This is an optimization exercise on Yosys and OpenROAD, whose aim is a short achievable clock period and few clock cycles, not a production implementation.
Function was checked by simulation only, so behaviour that the tests miss may differ from the original.
Power and IR drop assume default switching activity.

## design.v

```verilog
module processor(clock,reset,enter,dataIn,dataOut,halt,progWe,progAddr,memOut,inReq);
	parameter W = 1;      
	parameter INMAX = 1;  
	parameter JIN = 1;    
	input clock,reset,enter;
	input [7:0]dataIn;
	output wire [7:0]dataOut;
	output wire halt;
	input progWe;
	input [4:0]progAddr;
	output wire [7:0]memOut;
	output wire inReq;
	reg [7:0]M[31:0];
	reg [7:0]A;
	reg [4:0]PC;
	reg [8*W-1:0]I, O;
	reg [31:0]PH;          
	reg [32*W-1:0]IH;      
	reg V, halted;
	wire run = V & ~halted;
	assign memOut = M[progAddr];
	assign halt = halted;
	assign dataOut = A;
	wire [255:0]MF;
	genvar g, h;
	generate
		for(g = 0; g < 32; g = g + 1) begin : mf
			assign MF[8*g +: 8] = M[g];
		end
	endgenerate
	function [31:0]oh;
		input [4:0]x;
		oh = 32'd1 << x;
	endfunction
	function [31:0]rotl;
		input [31:0]x;
		input integer r;
		rotl = (x << r) | (x >> (32 - r));
	endfunction
	function [7:0]rdoh;
		input [255:0]mem;
		input [31:0]sel;
		integer b;
		begin
			rdoh = 8'd0;
			for(b = 0; b < 32; b = b + 1)
				rdoh = rdoh | (mem[8*b +: 8] & {8{sel[b]}});
		end
	endfunction
	function [7:0]add8;
		input [7:0]x, y;
		input ci;
		reg [7:0]g, p, gg, pp;
		integer b, d;
		begin
			g = x & y;
			p = x ^ y;
			g[0] = g[0] | (p[0] & ci);
			gg = g;
			pp = p;
			for(d = 1; d < 8; d = d * 2)
				for(b = 7; b >= d; b = b - 1) begin
					gg[b] = gg[b] | (pp[b] & gg[b-d]);
					pp[b] = pp[b] & pp[b-d];
				end
			add8 = p ^ {gg[6:0], ci};
		end
	endfunction
	wire [8*W-1:0]sw, so;       
	wire [8*W*W-1:0]tw, to;     
	generate
		for(g = 0; g < W; g = g + 1) begin : rd
			assign sw[8*g +: 8] = rdoh(MF, V ? rotl(PH, W + g) : rotl(PH, g));
			assign so[8*g +: 8] = rdoh(MF, oh(sw[8*g +: 5]));
			for(h = 0; h < W; h = h + 1) begin : tr
				if(h == 0) begin : t0
					assign tw[8*(W*g) +: 8] = O[8*g +: 8];
				end else begin : tn
					assign tw[8*(W*g+h) +: 8] = rdoh(MF, rotl(IH[32*g +: 32], h));
				end
				assign to[8*(W*g+h) +: 8] = rdoh(MF, oh(tw[8*(W*g+h) +: 5]));
			end
		end
	endgenerate
	reg [W-1:0]st, hl, in, rdop, rs, sb, jz, jp;
	reg [5*W-1:0]ad;
	reg [8*W-1:0]opd, opdF;    
	integer k, j, i;
	always @* begin
		for(k = 0; k < W; k = k + 1) begin
			ad[5*k +: 5] = I[8*k +: 5];
			st[k] = I[8*k+5 +: 3] == 3'd1;
			hl[k] = I[8*k+5 +: 3] == 3'd7;
			in[k] = I[8*k+5 +: 3] == 3'd4;
			jz[k] = I[8*k+5 +: 3] == 3'd5;
			jp[k] = I[8*k+5 +: 3] == 3'd6;
			rdop[k] = I[8*k+5 +: 3] == 3'd0 | I[8*k+5 +: 3] == 3'd2 | I[8*k+5 +: 3] == 3'd3;
			rs[k] = I[8*k+5 +: 3] == 3'd0 | I[8*k+5 +: 3] == 3'd4;
			sb[k] = I[8*k+5 +: 3] == 3'd3;
			case(I[8*k+5 +: 3])
				3'd0, 3'd2: opd[8*k +: 8] = O[8*k +: 8];
				3'd3: opd[8*k +: 8] = ~O[8*k +: 8];
				3'd4: opd[8*k +: 8] = dataIn;
				default: opd[8*k +: 8] = 8'd0;
			endcase
			case(I[8*k+5 +: 3])
				3'd0, 3'd2: opdF[8*k +: 8] = O[8*k +: 8];
				3'd3: opdF[8*k +: 8] = ~O[8*k +: 8];
				default: opdF[8*k +: 8] = 8'd0;
			endcase
		end
	end
	reg [8*(W+1)-1:0]acc;
	reg [7:0]s, c, t;
	reg live;
	reg [W-1:0]lv;
	integer n;
	always @* begin
		acc[7:0] = A;
		for(n = 1; n <= W; n = n + 1) begin
			live = 1'b1;
			for(j = n - 1; j >= 0; j = j - 1) begin
				lv[j] = live;
				if(rs[j]) live = 1'b0;
			end
			s = live ? A : 8'd0;
			c = lv[0] ? opd[7:0] : 8'd0;
			for(j = 1; j < n; j = j + 1) begin
				t = lv[j] ? opd[8*j +: 8] : 8'd0;
				{s, c} = {s ^ c ^ t, ((s & c) | (s & t) | (c & t)) << 1 | (lv[j-1] & sb[j-1])};
			end
			acc[8*n +: 8] = add8(s, c, lv[n-1] & sb[n-1]);
		end
	end
	reg [8*(W+1)-1:0]accF;
	reg [7:0]sF, cF, tF;
	reg liveF;
	reg [W-1:0]lvF;
	integer nF;
	always @* begin
		accF[7:0] = A;
		for(nF = 1; nF <= W; nF = nF + 1) begin
			liveF = 1'b1;
			for(j = nF - 1; j >= 0; j = j - 1) begin
				lvF[j] = liveF;
				if(rs[j]) liveF = 1'b0;
			end
			sF = liveF ? A : 8'd0;
			cF = lvF[0] ? opdF[7:0] : 8'd0;
			for(j = 1; j < nF; j = j + 1) begin
				tF = lvF[j] ? opdF[8*j +: 8] : 8'd0;
				{sF, cF} = {sF ^ cF ^ tF, ((sF & cF) | (sF & tF) | (cF & tF)) << 1 | (lvF[j-1] & sb[j-1])};
			end
			accF[8*nF +: 8] = add8(sF, cF, lvF[nF-1] & sb[nF-1]);
		end
	end
	reg [W-1:0]ok;          
	reg [W-1:0]ex;          
	reg [W-1:0]tk;
	reg anyin, hz, stop;
	reg [4:0]pk;
	reg [7:0]a;
	always @* begin
		anyin = 1'b0;
		stop = ~run;
		for(k = 0; k < W; k = k + 1) begin
			a = accF[8*k +: 8];
			tk[k] = (jz[k] & a == 8'd0) | (jp[k] & ~a[7]);
			hz = 1'b0;
			pk = PC + k;
			for(j = 0; j < k; j = j + 1) begin
				if(st[j] & ad[5*j +: 5] == pk) hz = 1'b1;
				if(st[j] & rdop[k] & ad[5*j +: 5] == ad[5*k +: 5]) hz = 1'b1;
			end
			if(in[k] & (anyin | k >= INMAX)) hz = 1'b1;
			if(JIN & (jz[k] | jp[k]) & anyin) hz = 1'b1;
			stop = stop | hz;
			ok[k] = ~stop;
			anyin = anyin | in[k];
			ex[k] = ok[k] & (enter | ~anyin);
			stop = stop | tk[k] | hl[k];
		end
	end
	reg inr;
	always @* begin
		inr = 1'b0;
		for(k = 0; k < W && k < INMAX; k = k + 1)
			inr = inr | (ok[k] & in[k]);
	end
	assign inReq = inr;
	reg [8*W*W-1:0]qI, qO, tI, tO;
	reg [32*W*W-1:0]qH, tH;
	reg [W-1:0]qV, tV;
	reg [4:0]wa, oa;
	always @* begin
		for(k = 0; k < W; k = k + 1) begin
			qV[k] = 1'b1;
			tV[k] = 1'b1;
			for(i = 0; i < W; i = i + 1) begin
				if(k + 1 + i < W) begin
					qI[8*(W*k+i) +: 8] = I[8*(k+1+i) +: 8];
					qO[8*(W*k+i) +: 8] = O[8*(k+1+i) +: 8];
					qH[32*(W*k+i) +: 32] = IH[32*(k+1+i) +: 32];
				end else begin
					qI[8*(W*k+i) +: 8] = sw[8*(k+1+i-W) +: 8];
					qO[8*(W*k+i) +: 8] = so[8*(k+1+i-W) +: 8];
					qH[32*(W*k+i) +: 32] = oh(sw[8*(k+1+i-W) +: 5]);
				end
				wa = PC + k + 1 + i;
				oa = qI[8*(W*k+i) +: 5];
				for(j = 0; j <= k; j = j + 1)
					if(st[j]) begin
						if(ad[5*j +: 5] == oa) qO[8*(W*k+i) +: 8] = acc[8*j +: 8];
						if(ad[5*j +: 5] == wa) qV[k] = 1'b0;
					end
				tI[8*(W*k+i) +: 8] = tw[8*(W*k+i) +: 8];
				tO[8*(W*k+i) +: 8] = to[8*(W*k+i) +: 8];
				tH[32*(W*k+i) +: 32] = oh(tw[8*(W*k+i) +: 5]);
				wa = ad[5*k +: 5] + i;
				oa = tI[8*(W*k+i) +: 5];
				for(j = 0; j < k; j = j + 1)
					if(st[j]) begin
						if(ad[5*j +: 5] == oa) tO[8*(W*k+i) +: 8] = acc[8*j +: 8];
						if(ad[5*j +: 5] == wa) tV[k] = 1'b0;
					end
			end
		end
	end
	reg [7:0]nA;
	reg [4:0]nPC;
	reg nhalt, nV, any;
	reg [8*W-1:0]nI, nO;
	reg [32*W-1:0]nH;
	reg [31:0]nP;
	always @* begin
		nA = A;
		nPC = PC;
		nhalt = 1'b0;
		nV = V;
		nI = I;
		nO = O;
		nH = IH;
		nP = PH;
		any = 1'b0;
		for(k = 0; k < W; k = k + 1)
			if(ex[k]) begin
				any = 1'b1;
				nA = acc[8*(k+1) +: 8];
				nhalt = hl[k];
				if(tk[k]) begin
					nPC = ad[5*k +: 5];
					nI = tI[8*W*k +: 8*W];
					nO = tO[8*W*k +: 8*W];
					nH = tH[32*W*k +: 32*W];
					nP = IH[32*k +: 32];
					nV = tV[k];
				end else begin
					nPC = PC + k + 1;
					nI = qI[8*W*k +: 8*W];
					nO = qO[8*W*k +: 8*W];
					nH = qH[32*W*k +: 32*W];
					nP = rotl(PH, k + 1);
					nV = qV[k];
				end
			end
	end
	reg [32*W-1:0]fH;
	always @*
		for(i = 0; i < W; i = i + 1)
			fH[32*i +: 32] = oh(sw[8*i +: 5]);
	integer m;
	always @(posedge clock, negedge reset)
		if(!reset) begin
			A <= 8'd0;
			PC <= 5'd0;
			V <= 1'b0;
			halted <= 1'b0;
			PH <= 32'd1;
		end else if(!V) begin
			V <= 1'b1;
		end else if(any) begin
			A <= nA;
			PC <= nPC;
			PH <= nP;
			halted <= nhalt;
			V <= nV;
		end
	always @(posedge clock)
		if(!V) begin
			I <= sw;
			O <= so;
			IH <= fH;
		end else if(any) begin
			I <= nI;
			O <= nO;
			IH <= nH;
		end
	reg [7:0]wv[31:0];
	reg [31:0]we;
	always @* begin
		for(m = 0; m < 32; m = m + 1) begin
			we[m] = 1'b0;
			wv[m] = A;
			for(k = 0; k < W; k = k + 1)
				if(ex[k] & st[k] & IH[32*k+m]) begin
					we[m] = 1'b1;
					wv[m] = acc[8*k +: 8];
				end
		end
	end
	always @(posedge clock)
		for(m = 0; m < 32; m = m + 1)
			if(progWe & progAddr == m)
				M[m] <= dataIn;
			else if(we[m])
				M[m] <= wv[m];
endmodule
```

## run.sh

```bash
#!/bin/bash
# synth_recipe.tcl (not shown) runs the flow's synth.tcl, then flattens the netlist and writes it again
# the make line also repeats each setting of config.mk as NAME=value (left out here)
make -C /OpenROAD-flow-scripts/flow DESIGN_CONFIG=/design/flow/config.mk WORK_HOME=/design/flow/orfs CLKGATE_MAP_FILE= SYNTH_SCRIPT=/design/flow/synth_recipe.tcl finish
```

## config.mk

```make
export PLATFORM = sky130hd
export DESIGN_NAME = processor
export DESIGN_NICKNAME = processor
export VERILOG_FILES = /design/flow/design.v
export SDC_FILE = /design/flow/constraint.sdc
export NUM_CORES = 4
export LEC_CHECK = 0
export ABC_CLOCK_PERIOD_IN_PS = 4000
export CAP_MARGIN = 20
export CORE_MARGIN = 2
export CORE_UTILIZATION = 30
export SETUP_SLACK_MARGIN = 1.0
export SLEW_MARGIN = 20
```

## constraint.sdc

```tcl
create_clock -name core_clock -period 6.0 [get_ports {clock}]
set_input_delay 1.2000 -clock core_clock [delete_from_list [all_inputs] [get_ports {clock}]]
set_output_delay 1.2000 -clock core_clock [all_outputs]
set_load 0.01 [all_outputs]
```

==> results by group, run 1 <==
Yosys
  • Sequential area share after synthesis: 0.4429
  • Most frequent cell after synthesis: edfxtp_1
  • Top cells by area, synth: edfxtp_1 39%, mux2_2 14%, a22oi_1 7.5%, dfrtp_1 4.9%, nand2_1 4.3%
  • Ys Warns: 3
  • Post-synth top flop: edfxtp_1
  • EDFF count, synth: 304
  • Top cells by count, synth: 304 x edfxtp_1, 287 x mux2_2, 269 x nand2_1, 234 x a22oi_1, 136 x nand3_1
  • Syn Nets: 2239
  • Synth Register Bits: 351
  • Avg Inst Size Synth: 10.51 um^2
  • Mapped cell area: 23270 um^2
  • Ys async rst share: 0.1339
  • Synth top area share: 0.3923
  • Syn Inst Count: 2213
  • Yosys cell types: 66
  • Largest area contributor in the netlist: edfxtp_1

Layout
  • Area Growth Syn to Fin: 19.02%
  • Register area: 10310 um^2
  • Multi-input gate area in the final layout: 12470 um^2
  • Fill cells: 7820
  • Layout cell share with drive strength beyond 1: 0.2852
  • Nets: 2369

Power
  • Comb pwr share: 0.046
  • Power Density: 204.8 nW/um^2
  • Clock network fraction of total power: 0.483
  • Peak supply drop: 189.1 uV
  • Sw frac: 0.2526
  • Reg power frac: 0.471
  • Internal cell power: 4239 uW
  • Leak: 0.009941 uW
  • Net load switching power: 1433 uW

Timing
  • Clock Skew: 31.17 ps
  • RSZ-0062 raised after global routing: false
  • Crit path time final: 5185 ps
  • Worst-margin pin slew: 1295 ps
  • Slew Limit Headroom: 0.1358
  • Final worst path period share: 0.8642
  • Fin. Hold Viols: 0
  • Setup TNS: 0 ps
  • Max Fclk: 0.1929 GHz
  • Slew Limit Fails: 0
  • Slack of the critical path: 814.7 ps
  • Final setup violation count: 0

Critical path
  • Worst path cell trace: buf_4 -> mux2_2 -> a22o_1 -> a221oi_2 -> and4_1 -> nand2_2 -> buf_4 -> nand2_1 -> buf_4 -> o32a_1 -> o21ai_0 -> nor2_1 -> o211ai_1
  • CP arrival: 5520 ps
  • CP startpoint kind: flip-flop
  • Worst path buffer plus inverter count: 3
  • Reg2reg end: O[0]
  • Req. time, crit path: 6340 ps
  • Critical-path top delay cell: mux2_2
  • Delay-heaviest family, CP: compound AO/OA/AOI/OAI gates
  • Critical path type: flip-flop to flip-flop
  • Crit path max fanout: 12
  • R2R Path Start: V
  • Reg2Reg Setup Slack: 810 ps
  • Critical Path End Type: flip-flop
  • Crit-path max cell delay: 750 ps
  • Most frequent cell on the critical path: buf_4
  • R2R cell count: 13

Global routing
  • Vias in the first global route: 23490
  • GRT overflow: 0
  • Largest net degree at the start of global routing: 91
  • Initial antenna violation count: 26
  • Total track usage: 0.4900
  • Global-route wire length before repair: 251.3 mm

Drt
  • Via Count: 25610
  • Post-DR vias/cell: 7.437
  • 1st-pass router iterations: 6
  • Met2 routed WL: 81.14 mm
  • Met1 wire length: 69.44 mm
  • Final ANT Viol Nets: 0
  • Initial drt markers: 4518
  • Final wirelength: 198.6 mm
  • WL/cell: 57.69 um
  • Top routing layer used: met5
  • DRC: 0
  • Met3 wire length: 25.72 mm

Clocking
  • CTS Buffer Depth: 3
  • Total CTS buffers: 44
  • CTS H-Tree Depth: 2
  • CTS tree: yes
  • Clock root buffer: clkbuf_16
  • CTS Hold Bufs: 0
  • Clock transition at the registers of the reported paths: 60 ps
  • Skew-Pair Late Insertion Delay: 640 ps
  • # clock sinks: 351

Die
  • Cell row count: 102
  • Initial Util: 0.3019
  • I/O Pins: 35
  • Die Span Y: 282.5 um
  • Die width: 282.5 um
  • Die area: 79810 um^2
  • Placeable Area: 77080 um^2

Placement
  • GPL Wtd Cong: 1.138
  • Post-DP HPWL: 145.0 mm
  • # port buffers: 34
  • Pre-CTS setup slack: 365.1 ps

Worst hold path
  • Min-Delay Path Class: input port to async pin

Run
  • Max-cap violations: 0

Status
  • Status: no timing/DRC/antenna violations
[what timing repair did]
| item | in CTS | in global routing |
|---|---|---|
| pin swaps | 0 | 2 |
| buffers inserted | 0 | 2 |
| endpoints found under the setup margin | 13 | 13 |
| gates resized for setup | 27 | 16 |
[cell usage in the layout, fill, tap and decap left out, types with 9 or more instances in the layout]
master / count
a32o_1: 9
a22oi_1: 233
nand3b_1: 9
clkbuf_16: 44
o22ai_1: 11
nand3_1: 136
o21ai_0: 62
mux2_2: 285
nor2b_1: 16
mux2i_1: 53
dfrtp_1: 45
a22o_1: 97
nand2_1: 264
a221oi_1: 80
nor2_1: 69
and2_1: 9
nor2_2: 40
clkdlybuf4s50_1: 27
edfxtp_1: 304
nand4_1: 62
diode_2: 26
nor3_2: 13
buf_12: 13
xnor2_1: 11
a31oi_1: 15
a21oi_1: 43
nor3_1: 18
buf_4: 203
mux2_4: 15
[how the worst max path moves through the flow]
stage               cells past startpoint        start        end
global route                           10  progAddr[2]  memOut[5]
CTS                                     9  progAddr[0]  memOut[2]
detailed placement                      9  progAddr[4]  memOut[2]
finish                                 13            V       O[0]
global placement                        9  progAddr[4]  memOut[2]
floorplan                               9  progAddr[4]  memOut[4]
[registers in the layout, summed over array words and instances, names as in the netlist]
| register | flops |
|---|---|
| halted | 1 |
| A | 8 |
| M | 256 |
| O | 8 |
| IH | 32 |
| V | 1 |
| I | 8 |
| PC | 5 |
| PH | 32 |
[cell type report]
type / count / share of cell area
inverters: 6 / 0.0008132
clock buffers: 58 / 0.04382
repair buffers: 251 / 0.07635
clock inverters: 22 / 0.007409
flip-flops and latches: 351 / 0.3722
multi-input cells: 1689 / 0.4501
diodes: 26 / 0.002349
well taps: 1040 / 0.04698
[layer usage]
layer | GRT usage | vias to the layer above
li1 | - | 9122
met1 | 0.5480 | 12900
met2 | 0.6941 | 2606
met3 | 0.2224 | 970
met4 | 0.4435 | 10
met5 | 0.01160 | -
[worst register-to-register path: cells and delay by family (launching register included)]
| kind | cells | cell delay (ps) |
|---|---|---|
| buf+inv | 3 | 970 |
| flops | 1 | 480 |
| compound gates | 5 | 1580 |
| simple gates | 4 | 1100 |
| mux | 1 | 750 |
[cells by family (layout without fill, tap and decap cells)]
logic type | Yosys count | after routing | share of synthesized area
adder cells (fa/ha/maj) | 9 | 9 | 0.005485
AO/OA/AOI/OAI | 612 | 612 | 0.1998
XOR/XNOR | 19 | 19 | 0.007152
buffers and inverters | 173 | 337 | 0.03366
flip-flops | 351 | 351 | 0.4429
multiplexers | 353 | 353 | 0.1701
AND/OR/NAND/NOR | 696 | 696 | 0.1409
other | 0 | 26 | 0
[power groups by stage]
stage,clock (uW),sequential [uW],combinational [uW]
CTS,2740,2670,249
global placement,0,2720,243
global route,2800,2670,263
floorplan,0,2700,112
detailed placement,0,2720,245
finish,2740,2670,261
[through the flow]
step | power (uW) | instance area, um^2 | std cells | hold slack (ps) | util
3_3_place_gp | 2962 | 26060 | 3334 | 485.8 | 0.3381
6_report | 5672 | 27700 | 3443 | 441.4 | 0.3593
2_1_floorplan | 2807 | 23270 | 2213 | 469.1 | -
5_1_grt | 5735 | 27630 | 3417 | 462.3 | 0.3584
3_5_place_dp | 2962 | 26070 | 3335 | 507.9 | 0.3382
4_1_cts | 5657 | 27580 | 3415 | 443.1 | 0.3577
Testbench counts, summed over its fixed seeds: cycles 22,607.
==> inputs of run 2 (changes only) <==
--- a/config.mk
+++ b/config.mk
@@ -6,8 +6,8 @@
 export NUM_CORES = 4
 export LEC_CHECK = 0
-export ABC_CLOCK_PERIOD_IN_PS = 4000
+export ABC_CLOCK_PERIOD_IN_PS = 3500
 export CAP_MARGIN = 20
 export CORE_MARGIN = 2
-export CORE_UTILIZATION = 30
-export SETUP_SLACK_MARGIN = 1.0
+export CORE_UTILIZATION = 32
+export SETUP_SLACK_MARGIN = 1.8
 export SLEW_MARGIN = 20
==> run 2 against run 1 <==
  * Hold slack gained 73 ps
  * Synthesized cell count is the same
  * Core utilization grew 5.3 points
  * Cell area grew 6.9%
  * Largest cell class unchanged
  * Highest routed layer unchanged
==> results by group, run 2 <==
Yosys
  • Top cells by area, synth: edfxtp_1 39%, mux2_2 14%, a22oi_1 7.5%, dfrtp_1 4.9%, nand2_1 4.3%
  • Most frequent cell after synthesis: edfxtp_1
  • Ys async rst share: 0.1339 (unchanged)
  • Yosys cell types: 66 (unchanged)
  • EDFF count, synth: 304 (unchanged)
  • Syn Nets: 2239 (unchanged)
  • Post-synth top flop: edfxtp_1
  • Largest area contributor in the netlist: edfxtp_1
  • Mapped cell area: 23270 um^2 (unchanged)
  • Top cells by count, synth: 304 x edfxtp_1, 287 x mux2_2, 269 x nand2_1, 234 x a22oi_1, 136 x nand3_1
  • Synth top area share: 0.3923 (unchanged)
  • Ys Warns: 3 (unchanged)
  • Avg Inst Size Synth: 10.51 um^2 (unchanged)
  • Synth Register Bits: 351 (unchanged)
  • Sequential area share after synthesis: 0.4429 (unchanged)
  • Syn Inst Count: 2213 (unchanged)

Timing
  • Final worst path period share: 0.7313 (-0.1329)
  • Slew Limit Headroom: 0.1193 (-0.01651)
  • Worst-margin pin slew: 1321 ps (+26.15 ps)
  • Fin. Hold Viols: 0 (unchanged)
  • RSZ-0062 raised after global routing: true
  • Clock Skew: 35.30 ps (+4.128 ps)
  • Crit path time final: 4388 ps (-797.5 ps)
  • Setup TNS: 0 ps (unchanged)
  • Max Fclk: 0.2279 GHz (+18%)
  • Final setup violation count: 0 (unchanged)
  • Slew Limit Fails: 0 (unchanged)

Run
  • Max-cap violations: 0 (unchanged)

Layout
  • Nets: 2497 (+5.4%)
  • Commonest cells after routing, fill and taps aside: 304 x edfxtp_1, 276 x buf_4, 271 x mux2_2
  • Multi-input gate area in the final layout: 13150 um^2 (+5.5%)
  • Register area: 10310 um^2 (about the same)
  • Fill cells: 6887 (-12%)
  • Layout Utilization: 0.4128 (+0.05348)
  • Number of flip-flops under the largest register name: 256 (unchanged)
  • Most common cell after layout, fill and taps aside: edfxtp_1
  • Layout cell share with drive strength beyond 1: 0.3630 (+0.07775)
  • Largest reg by FF count: M
  • Area Growth Syn to Fin: 27.25%
  • Top flop regs: M: 256 flops, IH: 32 flops, PH: 32 flops

Drt
  • DRC: 0 (unchanged)
  • WL/cell: 55.88 um (-3.1%)
  • Final ANT Viol Nets: 0 (unchanged)
  • Via Count: 26230 (+2.4%)
  • Initial drt markers: 4944 (+9.4%)
  • Post-DR vias/cell: 7.563 (+1.7%)
  • 1st-pass router iterations: 9 (+3)
  • Final wirelength: 193.8 mm (-2.4%)

Placement
  • GPL Wtd Cong: 1.116 (-1.9%)
  • # port buffers: 34 (unchanged)
  • Post-DP HPWL: 140.3 mm (-3.2%)

Clocking
  • Skew-Pair Late Insertion Delay: 640 ps (about the same)
  • CTS Buffer Depth: 3 (unchanged)
  • Clock transition at the registers of the reported paths: 60 ps (about the same)
  • CTS tree: yes
  • Total CTS buffers: 45 (+2.3%)
  • CTS H-Tree Depth: 2 (unchanged)
  • Clock root buffer: clkbuf_16
  • # clock sinks: 351 (unchanged)

Power
  • Sw frac: 0.2607 (+0.008113)
  • Power Density: 192.8 nW/um^2 (-5.9%)
  • Reg power frac: 0.467 (-0.004)
  • Peak supply drop: 227.0 uV (+20%)
  • Internal cell power: 4219 uW (-0.46%)
  • Clock network fraction of total power: 0.483 (about the same)
  • Comb pwr share: 0.049 (+0.003)
  • Leak: 0.01095 uW (+10%)
  • Net load switching power: 1488 uW (+3.9%)

Global routing
  • Vias in the first global route: 23910 (+1.8%)
  • GRT met3 Usage: 0.2310 (+0.008614)
  • Initial antenna violation count: 16 (-38%)
  • Global-route wire length before repair: 247.1 mm (-1.7%)
  • Largest net degree at the start of global routing: 91 (unchanged)
  • Met2 usage: 0.7065 (+0.01241)
  • GR peak layer: met2
  • Met1 GRT Util: 0.5823 (+0.03424)
  • GRT overflow: 0 (unchanged)
  • Total track usage: 0.5059 (+0.01589)

Critical path
  • CP startpoint kind: flip-flop
  • Critical-path top delay cell: mux2_2
  • Worst path buffer plus inverter count: 4 (+1)
  • Critical path type: flip-flop to flip-flop
  • Critical Path End Type: flip-flop
  • CP arrival: 4750 ps (-770 ps)
  • Req. time, crit path: 6370 ps (+30 ps)
  • Crit path max fanout: 12 (unchanged)
  • Delay-heaviest family, CP: simple AND/OR/NAND/NOR gates
  • Worst path cell trace: mux2_2 -> a22oi_1 -> nand4_1 -> nor2_2 -> and2_4 -> buf_12 -> buf_12 -> buf_4 -> nor3_4 -> buf_4 -> nand3_1 -> o2111ai_1 -> nor2_1 -> o211ai_1
  • Crit-path max cell delay: 670 ps (-80 ps)

Die
  • Die width: 273.7 um (-3.1%)
  • Cell row count: 98 (-3.9%)
  • Placeable Area: 71730 um^2 (-6.9%)
  • Die Span Y: 273.7 um (-3.1%)
  • Initial Util: 0.3244 (+0.02252)
  • Die area: 74890 um^2 (-6.2%)
  • I/O Pins: 35 (unchanged)

Worst hold path
  • Min-Delay Path Class: flip-flop to flip-flop

Status
  • Status: no timing/DRC/antenna violations
## run 2: repair_timing
action | in CTS | in global routing
endpoints found under the setup margin | 17 | 17
gates resized for setup | 179 | 109
gates cloned | 0 | 2
hold buffers | 0 | 0
buffers inserted | 40 | 56
pin swaps | 31 | 63
## run 2: worst paths after layout
path | start | to | slack (ps) | depth (start not counted)
worst max-delay path | V | O[0] | 1610 | 14
worst min-delay path | PC[4] | PC[4] | 510 | 2
worst max register to register | V | O[0] | 1610 | 14
worst min register to register | PC[4] | PC[4] | 510 | 2
max in group asynchronous | reset | V | 4760 | 2
min in group asynchronous | reset | halted | 670 | 2
## run 2: power by group through the flow
| stage | Sequential, uW | Combinational (uW) | Clock (uW) |
|---|---|---|---|
| after floorplan | 2700 | 112 | 0 |
| after global placement | 2720 | 245 | 0 |
| after detailed placement | 2710 | 247 | 0 |
| after CTS | 2660 | 263 | 2740 |
| after global routing | 2660 | 282 | 2820 |
| final | 2670 | 280 | 2760 |
## run 2: layout make-up
type	instances	share of cell area
Timing Repair Buffer	378	0.1171
Clock inverter	33	0.008747
Clock buffer	50	0.04002
Multi-Input combinational cell	1689	0.4440
Sequential cell	351	0.3482
Tap cell	950	0.04015
Antenna cell	11	0.0009297
Inverter	6	0.0008452
## run 2: tightest hold or removal path: cells and delay by family, from the launching register on
kind               cells  cell delay, ps
DFF                    1             360
and+or+nand+nor        1              50
AOI/OAI and AO/OA      1              60
## run 2: cells by family after synthesis
kind of cell / Yosys count / synth area share
compound gates: 612 / 0.1998
xor+xnor: 19 / 0.007152
fa+ha+maj: 9 / 0.005485
buf+inv: 173 / 0.03366
flops: 351 / 0.4429
mux: 353 / 0.1701
simple gates: 696 / 0.1409
## run 2: routing by layer
metal | vias up | routed length [um]
met5 | - | 161
met4 | 10 | 21690
met3 | 928 | 26710
met2 | 2686 | 77300
met1 | 13230 | 67910
li1 | 9371 | -
## run 2: metrics by stage
step	cell area, um^2	power (uW)	hold slack [ps]	setup slack, ps	std cells
3_5_place_dp	26210	2961	504.7	493.5	3276
4_1_cts	28530	5670	516.2	1745	3399
5_1_grt	29590	5761	551.1	1694	3460
2_1_floorplan	23270	2807	469.1	1918	2213
3_3_place_gp	26210	2962	485.2	531.8	3276
6_report	29610	5707	514.1	1612	3468
==> inputs of run 3 (changes only) <==
--- a/design.v
+++ b/design.v
@@ -1,5 +1,5 @@
 module processor(clock,reset,enter,dataIn,dataOut,halt,progWe,progAddr,memOut,inReq);
-	parameter W = 1;      
-	parameter INMAX = 1;  
+	parameter W = 2;      
+	parameter INMAX = 2;  
 	parameter JIN = 1;    
 	input clock,reset,enter;
@@ -18,5 +18,7 @@
 	reg [32*W-1:0]IH;      
 	reg V, halted;
-	wire run = V & ~halted;
+	reg W0;    
+	wire VV = V | W0;
+	wire run = VV & ~halted;
 	assign memOut = M[progAddr];
 	assign halt = halted;
@@ -71,5 +73,5 @@
 	generate
 		for(g = 0; g < W; g = g + 1) begin : rd
-			assign sw[8*g +: 8] = rdoh(MF, V ? rotl(PH, W + g) : rotl(PH, g));
+			assign sw[8*g +: 8] = rdoh(MF, (VV & reset) ? rotl(PH, W + g) : rotl(PH, g));
 			assign so[8*g +: 8] = rdoh(MF, oh(sw[8*g +: 5]));
 			for(h = 0; h < W; h = h + 1) begin : tr
@@ -178,5 +180,5 @@
 			ok[k] = ~stop;
 			anyin = anyin | in[k];
-			ex[k] = ok[k] & (enter | ~anyin);
+			ex[k] = ok[k] & (enter | ~anyin) & reset;
 			stop = stop | tk[k] | hl[k];
 		end
@@ -266,7 +268,16 @@
 	end
 	reg [32*W-1:0]fH;
-	always @*
-		for(i = 0; i < W; i = i + 1)
+	reg [8*W-1:0]fO;
+	reg [31:0]wmask;
+	always @* begin
+		wmask = 32'd0;
+		for(i = 0; i < W; i = i + 1) begin
 			fH[32*i +: 32] = oh(sw[8*i +: 5]);
+			fO[8*i +: 8] = (progWe & progAddr == sw[8*i +: 5]) ? dataIn : so[8*i +: 8];
+			wmask = wmask | rotl(PH, i);
+		end
+	end
+	always @(posedge clock)
+		W0 <= ~reset & ~(progWe & |(oh(progAddr) & wmask));
 	integer m;
 	always @(posedge clock, negedge reset)
@@ -277,5 +288,5 @@
 			halted <= 1'b0;
 			PH <= 32'd1;
-		end else if(!V) begin
+		end else if(!VV) begin
 			V <= 1'b1;
 		end else if(any) begin
@@ -287,7 +298,7 @@
 		end
 	always @(posedge clock)
-		if(!V) begin
+		if(!reset | !VV) begin
 			I <= sw;
-			O <= so;
+			O <= fO;
 			IH <= fH;
 		end else if(any) begin
--- a/config.mk
+++ b/config.mk
@@ -6,8 +6,8 @@
 export NUM_CORES = 4
 export LEC_CHECK = 0
-export ABC_CLOCK_PERIOD_IN_PS = 3500
+export ABC_CLOCK_PERIOD_IN_PS = 4000
 export CAP_MARGIN = 20
 export CORE_MARGIN = 2
-export CORE_UTILIZATION = 32
-export SETUP_SLACK_MARGIN = 1.8
+export CORE_UTILIZATION = 20
+export SETUP_SLACK_MARGIN = 1.6
 export SLEW_MARGIN = 20
==> run 3 against run 2 <==
  * The run now fails in global routing
  * Synthesized area grew 110%
  * Synthesized cell count grew to 2.9 times the previous value
==> results by group, run 3 <==
Die
  • Cell row count: 180 (+84%)
  • I/O Pins: 35 (unchanged)
  • Initial Util: 0.2010 (-0.1234)
  • Die width: 495.6 um (+81%)
  • Die Span Y: 495.6 um (+81%)

Placement
  • Post-DP HPWL: 567.5 mm (+300%)
  • # port buffers: 34 (unchanged)
  • Placed Cells: 10470 (+220%)
  • GPL Wtd Cong: 1.284 (+15%)

Yosys
  • Adder-cell share of the synthesized area: 0.01108 (+0.005594)
  • Synth Area in Simple Gates: 0.2064 (+0.06543)
  • Synth Register Bits: 400 (+14%)
  • Syn Inst Count: 6499 (+190%)
  • Synth top area share: 0.2187 (-0.1736)
  • Ys async rst share: 0.1175 (-0.01640)
  • Sequential area share after synthesis: 0.2435 (-0.1995)
  • Largest area contributor in the netlist: edfxtp_1
  • Most frequent cell after synthesis: nand2_1
  • Post-synth top flop: edfxtp_1
  • Mapped cell area: 48340 um^2 (+110%)
  • Compound-gate portion of the synthesized area: 0.3489 (+0.1492)
  • Avg Inst Size Synth: 7.437 um^2 (-29%)
  • EDFF count, synth: 352 (+16%)
  • Syn Nets: 6551 (+190%)
  • Mux cell area share after synthesis: 0.09689 (-0.07319)
  • Top cells by area, synth: edfxtp_1 22%, a22oi_1 10%, nand2_1 7.3%, mux2i_1 6.9%, clkbuf_1 5.7%
  • Ys Warns: 3 (unchanged)
  • Yosys cell types: 103 (+56%)
  • Main combinational cell family by area after synthesis: compound AO/OA/AOI/OAI gates
  • Top cells by count, synth: 936 x nand2_1, 735 x clkbuf_1, 660 x a22oi_1, 527 x nor2_1, 470 x a21oi_1
  • Xor-xnor portion of the synthesized cell area: 0.01721 (+0.01006)

Clocking
  • CTS Buffer Depth: 3 (unchanged)
  • # clock sinks: 400 (+14%)
  • Total CTS buffers: 52 (+16%)
  • Clock root buffer: clkbuf_16
  • CTS H-Tree Depth: 2 (unchanged)

Status
  • Stop stage: global routing
  • Err: [ERROR GRT-0232] Routing congestion too high. Check the congestion heatmap in the GUI.
  • Status: did not finish

Global routing
  • Total track usage: 0.6315
  • GRT overflow: 1
  • Largest net degree at the start of global routing: 70
## run 3: worst max path at each step
stage	from	to	slack, ps	cells after the start
after CTS	reset	O[14]	660	19
after detailed placement	reset	O[3]	-800	19
after global placement	reset	O[11]	-2550	20
after floorplan	reset	O[8]	1150	18
## run 3: cell families after synthesis
logic type               after synthesis
AO/OA/AOI/OAI                       2417
AND/OR/NAND/NOR                     2205
buffers and inverters                895
multiplexers                         452
flip-flops                           400
XOR/XNOR                              95
adder cells (fa/ha/maj)               35
## run 3: timing repair
item,CTS
setup buffers,177
pin swaps,73
gates cloned,6
hold endpoints to repair,0
hold buffers,0
gates resized for setup,324
endpoints found under the setup margin,191
## run 3: through the flow
step	hold slack, ps	setup slack (ps)	setup TNS (ps)	total power (uW)	instance area, um^2
after floorplan	508.7	1145	0	18460	48480
after global placement	511.3	-2549	-15500	37670	62700
after detailed placement	525.2	-795.2	-8989	37390	62870
after CTS	541.0	657.4	0	42610	67740
## run 3: metal layers
layer | overflow | global-route usage
met5 | 0 | 0.2436
met4 | 0 | 0.5590
met3 | 0 | 0.4772
met2 | 1 | 0.7711
met1 | 0 | 0.6728
## run 3: power by group through the flow
| stage | Clock (uW) | Combinational, uW | Sequential, uW |
|---|---|---|---|
| after floorplan | 0 | 14300 | 4160 |
| after global placement | 0 | 31500 | 6210 |
| after detailed placement | 0 | 31300 | 6110 |
| after CTS | 3560 | 33200 | 5820 |
Testbench counts of run 3, summed over its fixed seeds: cycles 12,804.

[afterwards: timing with drivers on the ports]
Ports are ideal in the flow. The routed layouts listed here were re-timed in OpenROAD. Step 1 sets driving cells, clkbuf_16 on the clock port and buf_2 on the other inputs (assumed; they add their load-dependent delay and slew). Step 2 times the ports against the registers' clock, not the clock port: input delays grow and output delays shrink by t, the midpoint of the rising clock arrivals with the driver on. a / b / c = ideal / step 1 / step 2; a / b = the first two.
run	t, ns	setup WS [ns]	hold slack, ns	pins driven straight from the clock port
run 1	0.692	0.815 / 0.815 / 0.815	0.441 / 0.401 / 0.512	1
run 2	0.691	1.612 / 1.612 / 1.430	0.514 / 0.514 / 0.514	1
After both steps setup and hold are still met in every run listed. For run 2, which loses most, drivers alone change the setup slack by 0.000 ns; drivers and shift together by -0.182 ns.
